From an optimization exercise on the open Yosys and OpenROAD flow, aimed at small area; shortcuts taken in it are not production practice.
Only simulation tests tie the RTL to the original design; equivalence was not proved.

==> inputs of 12-05 <==
## Piano
module Piano(
	input clk,
	input reset,
	input sw1,
	input sw2,
	input sw3,
	input sw4,
	input sw5,
	input sw6,
	input sw7,
	input btn1,
	input btn2,
	input btn3,
	input btn4,
	output sound
	);
==> flow/config.mk <==
export PLATFORM = sky130hd
export DESIGN_NAME = Piano
export DESIGN_NICKNAME = Piano
export VERILOG_FILES = /design/flow/design.v
export SDC_FILE = /design/flow/constraint.sdc
export NUM_CORES = 4
export LEC_CHECK = 0
export CAP_MARGIN = 20
export CORE_MARGIN = 2
export CORE_UTILIZATION = 55
export SLEW_MARGIN = 20
==> flow/constraint.sdc <==
create_clock -name core_clock -period 6.0 [get_ports {clk}]
set_input_delay 1.2000 -clock core_clock [delete_from_list [all_inputs] [get_ports {clk}]]
set_output_delay 1.2000 -clock core_clock [all_outputs]
set_load 0.01 [all_outputs]
standard.sh (not shown) runs the stock make flow with config.mk's settings and CLKGATE_MAP_FILE= SYNTH_SCRIPT=/design/flow/synth_recipe.tcl, a recipe that flattens the netlist after the stock synthesis.
==> flow/flow/run.sh <==
#!/bin/bash
# Own flow: the standard layout (standard.sh, unchanged synthesis), with two CTS and
# port-buffer options that ORFS only takes from the environment:
#  - clock tree from clkbuf_2/clkbuf_4 with sink clusters of at most 12 within 38 um, and
#    no dummy loads (cells CTS adds only to balance the tree's load)
#  - port buffers of the smallest buffer, buf_1
# make's output (yosys and openroad for every step) goes to standard.log here; ORFS also
# keeps each step's log under orfs/logs.
set -euo pipefail
export CTS_ARGS="-sink_clustering_enable -repair_clock_nets -sink_clustering_size 12 -sink_clustering_max_diameter 38 -buf_list {sky130_fd_sc_hd__clkbuf_2 sky130_fd_sc_hd__clkbuf_4} -dont_use_dummy_load"
export BUFFER_PORTS_ARGS="-buffer_cell sky130_fd_sc_hd__buf_1"
bash standard.sh > standard.log 2>&1
==> 12-14 (differences from 12-05) <==
--- a/flow/design.v
+++ b/flow/design.v
@@ -289,15 +289,25 @@
 	always @(posedge clk)
 		wD6 <= done & (wD6 ^ (tc21277));
 	reg wDS6;  
 	always @(posedge clk)
 		wDS6 <= done & (wDS6 ^ (tc20081));
 	wire [6:0] sw = {sw7, sw6, sw5, sw4, sw3, sw2, sw1};
 	wire [3:0] btn = {btn4, btn3, btn2, btn1};
-	wire sw_one = ~(|(sw[6:1] & sw[5:0]) | (sw[0] & |sw[6:2]) | (sw[1] & |sw[6:3]) | (sw[2] & |sw[6:4]) | (sw[3] & |sw[6:5]) | (sw[4] & sw[6]));
-	wire btn_one = ~((btn[0] & (btn[1] | btn[2] | btn[3])) | (btn[1] & (btn[2] | btn[3])) | (btn[2] & btn[3]));
+	wire [6:0] sw_a, sw_m;
+	assign sw_a[0] = sw[0]; assign sw_m[0] = 1'b0;
+	genvar gi;
+	generate for (gi = 1; gi < 7; gi = gi + 1) begin : sw_scan
+		assign sw_a[gi] = sw_a[gi-1] | sw[gi];
+		assign sw_m[gi] = sw_m[gi-1] | (sw_a[gi-1] & sw[gi]);
+	end endgenerate
+	wire sw_one = sw_a[6] & ~sw_m[6];
+	wire btn_one = (btn == 4'b0001) | (btn == 4'b0010) | (btn == 4'b0100) | (btn == 4'b1000);
 	assign sound = done & sw_one & btn_one & (
-		(btn1 & ((sw1 & wC4) | (sw2 & wE4) | (sw3 & wGS4) | (sw4 & wC5) | (sw5 & wE5) | (sw6 & wGS5) | (sw7 & wC6))) |
-		(btn2 & ((sw1 & wCS4) | (sw2 & wF4) | (sw3 & wA4) | (sw4 & wCS5) | (sw5 & wF5) | (sw6 & wA5) | (sw7 & wCS6))) |
-		(btn3 & ((sw1 & wD4) | (sw2 & wFS4) | (sw3 & wAS4) | (sw4 & wD5) | (sw5 & wFS5) | (sw6 & wAS5) | (sw7 & wD6))) |
-		(btn4 & ((sw1 & wDS4) | (sw2 & wG4) | (sw3 & wB4) | (sw4 & wDS5) | (sw5 & wG5) | (sw6 & wB5) | (sw7 & wDS6))));
+		(sw1 & ((btn1 & wC4) | (btn2 & wCS4) | (btn3 & wD4) | (btn4 & wDS4))) |
+		(sw2 & ((btn1 & wE4) | (btn2 & wF4) | (btn3 & wFS4) | (btn4 & wG4))) |
+		(sw3 & ((btn1 & wGS4) | (btn2 & wA4) | (btn3 & wAS4) | (btn4 & wB4))) |
+		(sw4 & ((btn1 & wC5) | (btn2 & wCS5) | (btn3 & wD5) | (btn4 & wDS5))) |
+		(sw5 & ((btn1 & wE5) | (btn2 & wF5) | (btn3 & wFS5) | (btn4 & wG5))) |
+		(sw6 & ((btn1 & wGS5) | (btn2 & wA5) | (btn3 & wAS5) | (btn4 & wB5))) |
+		(sw7 & ((btn1 & wC6) | (btn2 & wCS6) | (btn3 & wD6) | (btn4 & wDS6))));
 endmodule
==> flow/flow/run.sh (replaced) <==
#!/bin/bash
# Own flow: the standard layout (standard.sh, unchanged synthesis), with two CTS and
# port-buffer options that ORFS only takes from the environment:
#  - clock tree from clkbuf_4/clkbuf_8 with sink clusters of 16 within 50 um, and no dummy
#    loads (cells CTS adds only to balance the tree's load)
#  - port buffers of the smallest buffer, buf_1
# Each tool's output goes to standard.log here; ORFS's own logs stay under orfs/logs.
set -euo pipefail
export CTS_ARGS="-sink_clustering_enable -repair_clock_nets -sink_clustering_size 10 -sink_clustering_max_diameter 35 -buf_list {sky130_fd_sc_hd__clkbuf_2 sky130_fd_sc_hd__clkbuf_4} -dont_use_dummy_load"
export BUFFER_PORTS_ARGS="-buffer_cell sky130_fd_sc_hd__buf_1"
bash standard.sh > standard.log 2>&1
- CTS_BUF_LIST: not set -> sky130_fd_sc_hd__clkbuf_4 sky130_fd_sc_hd__clkbuf_8
- CTS_CLUSTER_DIAMETER: not set -> 50
- CTS_CLUSTER_SIZE: not set -> 16
==> comparison <==
- Between 12-05 and 12-14, the lower hold slack is in 12-05 (gap 7.4 ps).
- Of 12-14 and 12-05, 12-05 has the higher sequential share of layout area (gap 0.68 points).
- Against 12-14, the clock skew of 12-05 is lower by 2.2 ps.
- Critical path depth is the same in 12-05 and 12-14.
- Flip-flop and latch count is the same in 12-05 and 12-14.
- Against 12-14, the via count of 12-05 is lower by 1.2%.
- Of 12-14 and 12-05, 12-05 has the higher worst setup slack (gap 47 ps).

## static timing again, ports no longer ideal
No port has a modelled driver above. Below, the same layouts with a new extraction and two added sets of constraints. Step 1, drivers: a clkbuf_16 drives clk and a buf_2 each remaining input, both assumed. Step 2 adds t to the input delays and takes it off the output delays; t is the mean of the earliest and latest rising clock arrival at the registers after step 1. Input paths then give back, and output paths get back, about the clock's delay inside the block. a / b / c = ideal ports / drivers / drivers and shift; a / b = the first two.
run | t, ns | slack for setup (ns) | hold slack, ns | worst setup path at the end | worst data-port slew with drivers (ns)
12-05 | 0.639 | 2.255 / 2.233 / 2.233 | 0.305 / 0.305 / 0.305 | input to output | 0.03
12-14 | 0.647 | 2.207 / 2.141 / 2.141 | 0.312 / 0.312 / 0.312 | input to output | 0.06
After both steps setup and hold are still met in every run listed. The setup slack of 12-14, which loses most, moves by -0.066 ns with the drivers and by -0.066 ns with both steps.
